This is an optimization exercise on Yosys and OpenROAD, whose aim is small area and a short achievable clock period, not a production implementation.
RTL that was checked went through simulation tests only; none was proved equivalent to the original.
Only the layout flow was run in run 2; the RTL was not checked for function there.
No activity file was given, so power comes from the tool's default toggle rates.

==> flow/design.v <==
module CPU(
    clk,
    rst_n,
    data_read,
    instruction,
    data_wen,
    data_addr,
    inst_addr,
    data_write
);
    input clk;
    input rst_n;
    input [31:0] instruction;
    input [31:0] data_read;
    output reg data_wen;
    output reg [31:0] data_addr;
    output reg [31:0] inst_addr;
    output reg [31:0] data_write;
    reg [31:0] pc;
    reg signed [31:0] reg_file [0:31];
    reg [31:0] cnt;
    reg [31:0] IF_ID_pc;
    reg [31:0] IF_ID_instr;
    reg [31:0] ID_EX_instr;
    reg [31:0] EX_MEM_instr;
    reg [31:0] ID_EX_pc;
    reg [31:0] ID_EX_reg_data2;
    wire [31:0] ID_EX_sign_ext_imm= {{16{ID_EX_instr[15]}}, ID_EX_instr[15:0]};
    wire [5:0] ID_EX_opcode=ID_EX_instr[31:26]; 
    wire [4:0] ID_EX_rs=ID_EX_instr[25:21];
    wire [4:0] ID_EX_rt=ID_EX_instr[20:16];
    wire [4:0] ID_EX_rd=ID_EX_instr[15:11];
    wire [5:0] ID_EX_funct=ID_EX_instr[5:0];
    wire[25:0] ID_EX_address=ID_EX_instr[25:0];
    reg [31:0] EX_MEM_alu_result;
    reg [31:0] EX_MEM_pc;
    reg [31:0] EX_MEM_reg_data2;
    wire [31:0] EX_MEM_sign_ext_imm = {{16{EX_MEM_instr[15]}}, EX_MEM_instr[15:0]};;
    wire [5:0] EX_MEM_opcode=EX_MEM_instr[31:26];
    wire [4:0] EX_MEM_rd=EX_MEM_instr[15:11];
    wire [4:0] EX_MEM_rt=EX_MEM_instr[20:16];
    reg EX_MEM_zero;
    reg forwardbeq;
    reg [4:0] forwardrs;
    integer i;
    always @(*) begin
        if(IF_ID_instr[31:26]=='b000100)begin  
            if ((ID_EX_instr[31:26]=='b000000)&&(ID_EX_instr[5:0]=='b101010)) begin  
                forwardbeq = 1; 
                forwardrs=(reg_file[ID_EX_rs] < reg_file[ID_EX_rt]) ? 1 : 0;
            end else begin 
                forwardbeq = 0; 
                forwardrs=0;
            end
        end else begin 
            forwardbeq = 0; 
            forwardrs=0;
        end
    end
    always @(posedge clk or negedge rst_n) begin
        if(!rst_n)
            pc<=0;
        else begin
            if(instruction[31:26]==6'b000010)
                pc <= {2'b00, pc[31:28],instruction[25:0]};
            else if(IF_ID_instr[31:26]==6'b00100)begin 
                if(forwardbeq==1)
                    pc <= (((forwardrs - reg_file[IF_ID_instr[20:16]]) == 0) ? pc + 1 -1 + {{16{IF_ID_instr[15]}},IF_ID_instr[15:0]} : pc + 1);
                else 
                    pc<=pc+1;
            end else begin
                if(cnt>='d1)begin 
                    pc <= pc + 1;
                end else begin
                    pc<=pc;
                end
            end
        end
    end
    always @(posedge clk or negedge rst_n) begin
        if(!rst_n)
            cnt<=0;
        else begin 
            cnt<=cnt+1;
        end
    end
    always @(*) begin
        inst_addr = pc;
    end
    always @(posedge clk or negedge rst_n) begin
        if (!rst_n) begin
            IF_ID_pc <= 0;
            IF_ID_instr<=0;
        end else begin
            IF_ID_instr <= instruction;
            IF_ID_pc <= pc;
        end
    end
    always @(posedge clk or negedge rst_n) begin
        if (!rst_n) begin
            ID_EX_pc <= 0;
            ID_EX_reg_data2 <= 0;
            ID_EX_instr<=0;
        end else begin
            ID_EX_pc <= IF_ID_pc;
            ID_EX_reg_data2 <= reg_file[IF_ID_instr[20:16]]; 
            ID_EX_instr<=IF_ID_instr;
        end
    end
    always@(posedge clk or negedge rst_n)begin
        if (!rst_n) begin
            EX_MEM_instr<=0;
        end else begin
            EX_MEM_instr<=ID_EX_instr;
        end
    end
    always@(*)begin
        EX_MEM_zero = ((reg_file[ID_EX_rs] - reg_file[ID_EX_rt]) == 0);
    end
    always@(posedge clk or negedge rst_n)begin
        if(!rst_n)begin
            EX_MEM_alu_result<=0;
        end else begin
            case(ID_EX_opcode)
                6'b000000: begin  
                    case (ID_EX_funct)
                        6'b100000: EX_MEM_alu_result <= reg_file[ID_EX_rs] + reg_file[ID_EX_rt];  
                        6'b101010: EX_MEM_alu_result <= (reg_file[ID_EX_rs] < reg_file[ID_EX_rt]) ? 1 : 0;  
                        default: EX_MEM_alu_result <= EX_MEM_alu_result;
                    endcase
                end
                6'b001000: EX_MEM_alu_result <= reg_file[ID_EX_rs] + ID_EX_sign_ext_imm;  
                6'b100011: EX_MEM_alu_result <= reg_file[ID_EX_rs] + ID_EX_sign_ext_imm;  
                6'b101011: EX_MEM_alu_result <= reg_file[ID_EX_rs] + ID_EX_sign_ext_imm;  
                6'b000100: EX_MEM_alu_result <= reg_file[ID_EX_rs] - reg_file[ID_EX_rt];  
                6'b000010: EX_MEM_alu_result <= {2'b00, pc[31:28], ID_EX_address};  
                default: EX_MEM_alu_result <= EX_MEM_alu_result;
            endcase
        end
    end
    always@(*)begin
        data_addr = EX_MEM_alu_result;  
        case (EX_MEM_opcode)
            6'b101011: data_wen = 1;  
            default: data_wen = 0;
        endcase
    end
    always @(posedge clk or negedge rst_n)begin
        if(!rst_n)begin
            data_write <= 0;
        end else begin
            data_write <= ID_EX_reg_data2;  
        end
    end
    always @(posedge clk or negedge rst_n) begin
        if (!rst_n) begin
            for (i = 0; i < 32; i = i + 1) begin
                reg_file[i] <= 0;
            end
        end else begin
            if(EX_MEM_instr!='d0)begin
                case (EX_MEM_opcode)
                    6'b000000: reg_file[EX_MEM_rd] <= EX_MEM_alu_result;  
                    6'b001000: reg_file[EX_MEM_rt] <= EX_MEM_alu_result;  
                    6'b100011: reg_file[EX_MEM_rt] <= data_read;  
                    default:begin
                        for (i = 0; i < 32; i = i + 1) begin
                            reg_file[i] <= reg_file[i] ;
                        end
                    end
                endcase
            end else begin
                for (i = 0; i < 32; i = i + 1) begin
                    reg_file[i] <= reg_file[i] ;
                end
            end
        end
    end
endmodule
==> flow/run.sh <==
#!/bin/bash
# synth_recipe.tcl (not shown) runs the flow's synth.tcl, then flattens the netlist and writes it again
# the make line also repeats each setting of config.mk as NAME=value (left out here)
make -C /OpenROAD-flow-scripts/flow DESIGN_CONFIG=/design/flow/config.mk WORK_HOME=/design/flow/orfs CLKGATE_MAP_FILE= SYNTH_SCRIPT=/design/flow/synth_recipe.tcl finish
==> flow/config.mk <==
export PLATFORM = sky130hd
export DESIGN_NAME = CPU
export DESIGN_NICKNAME = CPU
export VERILOG_FILES = /design/flow/design.v
export SDC_FILE = /design/flow/constraint.sdc
export NUM_CORES = 8
export LEC_CHECK = 0
export CAP_MARGIN = 20
export CORE_MARGIN = 2
export CORE_UTILIZATION = 30
export PLACE_DENSITY = 0.5
export SLEW_MARGIN = 20
==> flow/constraint.sdc <==
create_clock -name core_clock -period 12.0 [get_ports {clk}]
set_input_delay 2.4000 -clock core_clock [delete_from_list [all_inputs] [get_ports {clk}]]
set_output_delay 2.4000 -clock core_clock [all_outputs]
set_load 0.01 [all_outputs]
==> results.json, run 1 <==
{
  "post_dp_cell_area_mm2": 0.07991,
  "wl_met3_um": 76550,
  "clk_latency_ps": 900,
  "max_freq_mhz": 90.18,
  "worst_slew_pin_slew_ps": 1377,
  "synth_top_family_by_area": "compound AO/OA/AOI/OAI gates",
  "clk_transition_reported_paths_ps": 60,
  "grt_pass1_wl_um": 669300,
  "rsz0062_at_grt": "false",
  "post_layout_nonfiller_instances": 11720,
  "post-route-util_pct": 35.29,
  "grt.total_usage_pct": 38.78,
  "setup_violations": 0,
  "finalMaxSlewViolations": 0,
  "grt-ovfl-total": 0,
  "drt_iter0_drc": 17360,
  "worst_ir_drop_vdd_v": 0.0002067,
  "syn_nets": 8685,
  "fin_area_mm2": 0.08583,
  "slowest_stage": "and4_2",
  "vias": 83140,
  "crit_start": "ID_EX_instr[16]",
  "hold-path-cell-count": 0,
  "timing.slew.headroom_pct": 7.840,
  "wl_per_cell_um": 42.79,
  "h-tree-depth": 4,
  "arrival_ps": 11890,
  "cp_max_fo": 36,
  "hold_buffers": 0,
  "synth_ff_type": "dfrtp_1",
  "core_mm2": 0.2432,
  "cts_tree": "built",
  "ioPinCount": 163,
  "grt_max_degree": 156,
  "ys_ff_latch": 1280,
  "yosys.area_share.xor_xnor_pct": 1.492,
  "crit_path_frequent_cell": "nand4_1",
  "dieArea_mm2": 0.2486,
  "die_y_um": 498.6,
  "min_from": "ID_EX_reg_data2[2]",
  "crit_type": "reg2reg",
  "synth-compound-area-share_pct": 26.34,
  "antenna_found_initial": 64,
  "cts_buffers": 156,
  "hold_class": "reg2reg",
  "gp_congestion": 1.095,
  "drv_cap": 0,
  "synthArstFlopShare_pct": 100.0,
  "startpoint_type": "flop",
  "required_ps": 12800,
  "met1_length_um": 186100,
  "ff2ff_path_depth": 30,
  "final_nets": 8560,
  "die_width_um": 498.6,
  "hold_viol": 0,
  "synthSimpleGateAreaFrac_pct": 19.81,
  "syn_area_per_cell_um2": 8.681,
  "syn_inst": 8455,
  "endpoint_kind": "flop",
  "drcViolationCount": 0,
  "dr_wl_met2_um": 194800,
  "ant_nets": 0,
  "r2r_start": "ID_EX_instr[16]",
  "fin_crit_ps": 11090,
  "synth_area_mm2": 0.07340,
  "max-clock-path-buffers": 3,
  "topRoutingLayerUsed": "met5",
  "rows": 181,
  "grt_pass1_vias": 75030,
  "viasPerCell": 7.092,
  "cts_root_buffer": "clkbuf_16",
  "layout-drive-gt1-share_pct": 9.716,
  "post-route-period-util_pct": 92.41,
  "wirelength_um": 501600,
  "cellLeakagePower_nw": 33.01,
  "initial_core_util_pct": 30.18,
  "p_per_area_mw_per_mm2": 189.2,
  "placedCellCount": 11370,
  "post_cts_buffers": 0,
  "hpwl_um": 326800,
  "slowest_delay_ps": 1040,
  "clock_skew_ps": 68.05,
  "synth_edf_count": 0,
  "yosysWarnings": 2,
  "tns_ps": 0,
  "drtPass1Iterations": 14,
  "synth.area.mux_share_pct": 0.7790,
  "synth_cell_type_count": 92,
  "synth_adder_area_share_pct": 2.837,
  "numPortBuffers": 162,
  "cts_resized": 0,
  "status": "finished clean",
  "clock-sinks": 1280,
  "yosysSeqAreaShare_pct": 43.64,
  "synthToLayoutAreaGrowth_pct": 16.94
}
==> path summary, 6_finish.rpt <==
check | to | slack (ps)
setup / recovery | pc[0] | 910
hold / removal | data_write[2] | 350
setup reg to reg | pc[0] | 910
hold reg to reg | data_write[2] | 350
max in group asynchronous | IF_ID_instr[18] | 7970
min in group asynchronous | reg_file[6][27] | 1430
==> worst max-delay path, delay by kind of cell, from the launching register on <==
family | cells | cell delay [ps]
AO/OA/AOI/OAI | 14 | 4540
AND/OR/NAND/NOR | 11 | 3990
adder cells (fa/ha/maj) | 3 | 940
buffers and inverters | 2 | 820
flip-flops | 1 | 590
==> layer usage <==
layer  GRT usage, %  vias to the layer above
li1               -                    31510
met1          47.59                    40830
met2          52.44                     8141
met3          19.72                     2610
met4          25.68                       54
met5          1.814                        -
==> state kept, by name (all words and copies together), names as in the netlist <==
| signal | count |
|---|---|
| EX_MEM_instr | 32 |
| reg_file | 1024 |
| data_write | 32 |
| cnt | 32 |
| IF_ID_instr | 32 |
| ID_EX_instr | 32 |
| EX_MEM_alu_result | 32 |
| pc | 32 |
| ID_EX_reg_data2 | 32 |
==> report_power, final <==
part           internal, mW  switching [mW]
Combinational          1.54            3.03
Sequential             5.02            1.33
Clock                  3.13            2.19
Total                  9.69            6.55
==> layout by cell type (no fill, tap or decap), types with 76 or more instances in the layout <==
| cell type | n |
|---|---|
| dfrtp_1 | 1275 |
| a21oi_1 | 1021 |
| nor2_1 | 999 |
| nand3_1 | 591 |
| a22oi_1 | 498 |
| nand2_1 | 397 |
| o21ai_0 | 344 |
| buf_4 | 308 |
| and3_1 | 294 |
| a221oi_1 | 273 |
| a22o_1 | 264 |
| nand4_1 | 254 |
| inv_1 | 174 |
| clkdlybuf4s50_1 | 161 |
| ha_1 | 160 |
| clkbuf_16 | 157 |
| a2111oi_0 | 79 |
| xnor2_1 | 76 |
==> layout make-up <==
type                            count  area (um^2)
Fill cell                       24950       157400
Multi-Input combinational cell   6234        39030
Sequential cell                  1280        32040
Clock buffer                      203         4382
Timing Repair Buffer              484         4262
Tap cell                         3202         4006
Clock inverter                     85         1304
Inverter                          174        653.1
Antenna cell                       61        152.6
==> synthesized netlist by cell type, types with 254 or more instances <==
master	instances	area share (%)
o21ai_0	345	2.4
dfrtp_1	1280	44
nand2_1	399	2.0
a22o_1	264	3.2
a221oi_1	273	3.3
nand4_1	254	2.2
a22oi_1	498	5.1
nor2_1	1075	5.5
nand3_1	597	4.1
clkbuf_1	650	3.3
and3_1	295	2.5
a21oi_1	1026	7.0
==> cell families after synthesis <==
family                     Yosys count
muxes                               56
AOI/OAI and AO/OA                 2884
and+or+nand+nor                   3005
DFF                               1280
xor gates and xnor gates           125
adders and majority gates          164
buffers and inverters              941
==> per-stage QoR <==
stage	setup slack [ps]	hold slack (ps)	power (mW)
6_report	910.5	348.0	16.24
4_1_cts	1432	348.3	15.95
2_1_floorplan	5077	331.2	8.229
3_3_place_gp	1647	334.9	10.65
3_5_place_dp	1492	334.7	10.65
5_1_grt	660.3	354.1	16.70
==> inputs of run 2 (changes only) <==
==> flow/design.v (replaced) <==
module CPU(
    clk,
    rst_n,
    data_read,
    instruction,
    data_wen,
    data_addr,
    inst_addr,
    data_write
);
    input clk;
    input rst_n;
    input [31:0] instruction;
    input [31:0] data_read;
    output data_wen;
    output [31:0] data_addr;
    output [31:0] inst_addr;
    output reg [31:0] data_write;
    localparam OP_R    = 6'b000000;
    localparam OP_J    = 6'b000010;
    localparam OP_BEQ  = 6'b000100;
    localparam OP_ADDI = 6'b001000;
    localparam OP_LW   = 6'b100011;
    localparam OP_SW   = 6'b101011;
    localparam FN_ADD  = 6'b100000;
    localparam FN_SLT  = 6'b101010;
    reg [31:0] pc;
    reg        started;    
    reg [31:0] d_ins;      
    reg [31:0] e_a;        
    reg [31:0] e_b;        
    reg [25:0] e_addr;     
    reg        e_add, e_slt, e_imm, e_beq, e_j;
    reg [4:0]  e_dst;
    reg        e_wa, e_lw, e_sw;
    reg [31:0] alu;        
    reg [4:0]  m_dst;
    reg        m_wa, m_lw, m_sw;
    reg [31:0] rf [0:31];
    reg [31:0] rf_ok;
    wire        m_we = m_wa | m_lw;
    wire [31:0] wd   = m_lw ? data_read : alu;
    integer k;
    always @(posedge clk) begin
        for (k = 0; k < 32; k = k + 1)
            if (m_we && m_dst == k) rf[k] <= wd;
    end
    always @(posedge clk or negedge rst_n) begin
        if (!rst_n) rf_ok <= 32'd0;
        else if (m_we) rf_ok[m_dst] <= 1'b1;
    end
    wire [5:0]  d_op = d_ins[31:26];
    wire [5:0]  d_fn = d_ins[5:0];
    wire [4:0]  d_rs = d_ins[25:21];
    wire [4:0]  d_rt = d_ins[20:16];
    wire [4:0]  d_rd = d_ins[15:11];
    wire [31:0] rs_v = rf_ok[d_rs] ? rf[d_rs] : 32'd0;
    wire [31:0] rt_v = rf_ok[d_rt] ? rf[d_rt] : 32'd0;
    wire d_isr   = d_op == OP_R;
    wire d_isbeq = d_op == OP_BEQ;
    wire d_issw  = d_op == OP_SW;
    wire d_nz    = |d_ins;
    always @(posedge clk or negedge rst_n) begin
        if (!rst_n) begin
            e_add <= 1'b0; e_slt <= 1'b0; e_imm <= 1'b0; e_beq <= 1'b0; e_j <= 1'b0;
            e_wa <= 1'b0; e_lw <= 1'b0; e_sw <= 1'b0; e_dst <= 5'd0;
        end else begin
            e_add <= d_isr && d_fn == FN_ADD;
            e_slt <= d_isr && d_fn == FN_SLT;
            e_imm <= d_op == OP_ADDI || d_op == OP_LW || d_issw;
            e_beq <= d_isbeq;
            e_j   <= d_op == OP_J;
            e_wa  <= (d_isr && d_nz) || d_op == OP_ADDI;
            e_lw  <= d_op == OP_LW;
            e_sw  <= d_issw;
            e_dst <= d_isr ? d_rd : d_rt;
        end
    end
    always @(posedge clk) begin
        e_a    <= (m_we && m_dst == d_rs) ? wd : rs_v;
        e_b    <= (m_we && m_dst == d_rt && !d_issw) ? wd : rt_v;
        e_addr <= d_ins[25:0];
    end
    wire [31:0] imm32 = {{16{e_addr[15]}}, e_addr[15:0]};
    wire        e_sub = e_beq | e_slt;
    wire [31:0] opb   = e_imm ? imm32 : (e_sub ? ~e_b : e_b);
    wire [31:0] sum   = e_a + opb + {31'd0, e_sub};
    wire        lt    = $signed(e_a) < $signed(e_b);
    always @(posedge clk or negedge rst_n) begin
        if (!rst_n) begin
            alu <= 32'd0;
            m_dst <= 5'd0; m_wa <= 1'b0; m_lw <= 1'b0; m_sw <= 1'b0;
        end else begin
            if (e_add | e_imm | e_beq) alu <= sum;
            else if (e_slt)            alu <= {31'd0, lt};
            else if (e_j)              alu <= {2'b00, pc[31:28], e_addr};
            m_dst <= e_dst; m_wa <= e_wa; m_lw <= e_lw; m_sw <= e_sw;
        end
    end
    always @(posedge clk) data_write <= e_b;
    assign data_addr = alu;
    assign data_wen  = m_sw;
    assign inst_addr = pc;
    wire take = d_isbeq && e_slt && (rt_v == {31'd0, lt});
    always @(posedge clk or negedge rst_n) begin
        if (!rst_n) begin
            pc <= 32'd0;
            started <= 1'b0;
            d_ins <= 32'd0;
        end else begin
            started <= 1'b1;
            d_ins <= instruction;
            if (instruction[31:26] == OP_J)
                pc <= {2'b00, pc[31:28], instruction[25:0]};
            else if (take)
                pc <= pc + {{16{d_ins[15]}}, d_ins[15:0]};
            else if (started)
                pc <= pc + 32'd1;
        end
    end
endmodule
==> run 2 against run 1 <==
  * Largest cell class is now registers
  * Global-route usage fell by 8.8 points
  * Still clean on timing, DRC and antenna
  * Die area fell by 20%
  * Count of clock-buffer cells in the layout fell by 21
  * First-iteration DRC count fell by 38%
  * Register-to-register slack improved by 1900 ps
==> results.json, run 2 <==
{
  "antenna_found_initial": 21,
  "die_y_um": 446.7,
  "ff2ff_path_depth": 28,
  "wirelength_um": 310500,
  "hold-path-cell-count": 0,
  "placedCellCount": 7238,
  "viasPerCell": 6.752,
  "post_cts_buffers": 0,
  "crit_type": "reg2reg",
  "ioPinCount": 163,
  "post-route-period-util_pct": 76.68,
  "grt_pass1_vias": 47380,
  "status": "finished clean",
  "syn_area_per_cell_um2": 12.77,
  "hold_buffers": 0,
  "total_power_mw": 11.59,
  "drt_iter0_drc": 10740,
  "grt_pass1_wl_um": 410300,
  "rows": 162,
  "post_layout_nonfiller_instances": 7508,
  "fin_crit_ps": 9202,
  "grt_max_degree": 79,
  "hold_class": "reg2reg",
  "syn_nets": 4770,
  "cts_tree": "built",
  "worst_slew_pin_slew_ps": 1335,
  "synthToLayoutAreaGrowth_pct": 17.72,
  "r2r_start": "d_ins[16]",
  "slowest_delay_ps": 760,
  "startpoint_type": "flop",
  "min_from": "e_wa",
  "synth_top_area_share_pct": 52.29,
  "wl_per_cell_um": 41.36,
  "core_mm2": 0.1948,
  "worst_ir_drop_vdd_v": 0.0001301,
  "synth.most_common_cell": "edfxtp_1",
  "r2r_setup_slack_ps": 2800,
  "cellLeakagePower_nw": 24.11,
  "fin_area_mm2": 0.06922,
  "synth_area_leaders": "edfxtp_1 (52%), dfrtp_1 (6.4%), dfxtp_1 (4.2%)",
  "numPortBuffers": 162,
  "synthArstFlopShare_pct": 11.57,
  "layout-drive-gt1-share_pct": 11.97,
  "tns_ps": 0,
  "setup_violations": 0,
  "endpoint_kind": "flop",
  "fillers": 18840,
  "hpwl_um": 182400,
  "clock-sinks": 1296,
  "largest-register": "rf",
  "cts_root_buffer": "clkbuf_16",
  "grt-ovfl-total": 0,
  "h-tree-depth": 4,
  "cp_max_fo": 43,
  "initial_core_util_pct": 30.19,
  "synth_ff_type": "edfxtp_1",
  "drcViolationCount": 0,
  "required_ps": 12650,
  "hold_viol": 0,
  "final_common_cell": "edfxtp_1",
  "dieArea_mm2": 0.1996,
  "clock_skew_ps": 57.59,
  "synth_edf_count": 1024,
  "synth_commonest_cells": "edfxtp_1 (1024), nand3_1 (300), a221oi_1 (270)",
  "crit_path_frequent_cell": "buf_4",
  "die_width_um": 446.7,
  "p_per_area_mw_per_mm2": 167.4,
  "arrival_ps": 9850,
  "ys_ff_latch": 1296,
  "final_cell_mix": "edfxtp_1 (1024), nand3_1 (300), a221oi_1 (270)",
  "min_to": "m_wa",
  "drv_cap": 0,
  "ant_nets": 0,
  "final_nets": 4928,
  "vias": 50690,
  "max_freq_mhz": 108.7,
  "max-clock-path-buffers": 3,
  "clk_latency_ps": 840,
  "yosysSeqAreaShare_pct": 62.83,
  "syn_inst": 4603,
  "rsz0062_at_grt": "false",
  "post_dp_cell_area_mm2": 0.06436,
  "drtPass1Iterations": 13,
  "synth_area_leader_cell": "edfxtp_1",
  "worst_r2r_endpoint": "pc[30]",
  "cts_buffers": 143,
  "synth_area_mm2": 0.05880,
  "gp_congestion": 0.9763,
  "timing.slew.headroom_pct": 11.03,
  "grt.total_usage_pct": 30.02,
  "largest_register_ff_count": 1024,
  "finalMaxSlewViolations": 0,
  "cts_resized": 0,
  "slowest_stage": "dfrtp_4",
  "yosysWarnings": 2,
  "synth_cell_type_count": 87,
  "clk_transition_reported_paths_ps": 60
}
[run 2: cell count changes in the layout (fill, tap and decap cells not counted), sizes merged, moves of 132 or more]
cell | previous run | this run
dfrtp | 1280 | 150
edfxtp | 0 | 1024
a21oi | 1026 | 91
nor2 | 1076 | 232
nand3 | 598 | 300
a22oi | 498 | 234
nand2 | 399 | 176
o21ai | 355 | 134
buf | 323 | 179
and3 | 296 | 164
[run 2: metrics by stage]
step	utilization [%]	hold WS, ps	setup slack, ps
global placement	33.01	331.8	3237
global route	35.53	352.9	2613
floorplan	-	330.8	6026
detailed placement	33.04	337.0	3177
CTS	35.49	346.8	3179
finish	35.54	344.5	2798
[run 2: logic make-up (layout without fill, tap and decap cells)]
logic type,Yosys count,in the layout,synth area share (%)
compound gates,1288,1288,16.95
mux,105,105,2.092
flops,1296,1296,62.83
fa+ha+maj,101,101,2.187
simple gates,1290,1290,11.55
xor+xnor,97,97,1.445
other cells,1,8,0.006377
buf+inv,425,699,2.939
[run 2: worst max-delay path by stage]
stage	slack [ps]	cells after the start	endpoint	start
after floorplan	6030	25	pc[31]	d_ins[20]
after global placement	3240	27	pc[30]	d_ins[16]
after detailed placement	3180	27	pc[30]	d_ins[16]
after CTS	3180	27	pc[30]	d_ins[16]
after global routing	2610	28	pc[30]	d_ins[16]
final	2800	28	pc[30]	d_ins[16]
[run 2: area by class of cell]
type | instances | area, um^2 | area share (%)
inverters | 98 | 367.9 | 0.5314
clock inverters | 79 | 852.1 | 1.231
diodes | 7 | 17.52 | 0.02531
well taps | 2624 | 3283 | 4.743
flip-flops and latches | 1296 | 36960 | 53.39
repair buffers | 340 | 3058 | 4.418
clock buffers | 182 | 3923 | 5.667
multi-input cells | 2882 | 20760 | 29.99
[run 2: report_power, final]
group	switching (mW)	internal [mW]	total, mW
registers	0.155	5.24	5.40
clock network	1.96	2.61	4.57
logic	1.10	0.521	1.62
[run 2: worst max-delay path, delay by kind of cell (launching register included)]
family	cells	cell delay [ps]
multiplexers	1	240
AO/OA/AOI/OAI	10	2950
buffers and inverters	5	1800
adder cells (fa/ha/maj)	2	420
AND/OR/NAND/NOR	10	2710
flip-flops	1	760
[run 2: metal layers]
metal | GRT usage (%) | vias up | share of wire [%]
met5 | 0.1221 | - | 0.046
li1 | - | 18960 | -
met1 | 37.00 | 25020 | 35
met3 | 13.77 | 1422 | 17
met4 | 18.44 | 20 | 7.5
met2 | 42.45 | 5277 | 41

==> afterwards: timing with drivers on the ports <==
Ports are ideal in the flow. The routed layouts listed here were re-timed in OpenROAD. Step 1: set_driving_cell puts a clkbuf_16 on clk and a buf_2 on each other input, an assumption about the parent block. Step 2 also shifts input and output timing later by t, the mid clock arrival at the registers, as if the neighbouring blocks saw the same clock. Three values: ideal ports, drivers, drivers and shift; two values: the first two.
run	t, ns	setup WS [ns]	cell pins on the clock port's net
run 1	0.972	0.911 / 0.911 / 0.911	1
run 2	0.907	2.798 / 2.798 / 2.798	1
After both steps setup and hold are still met in every run listed.
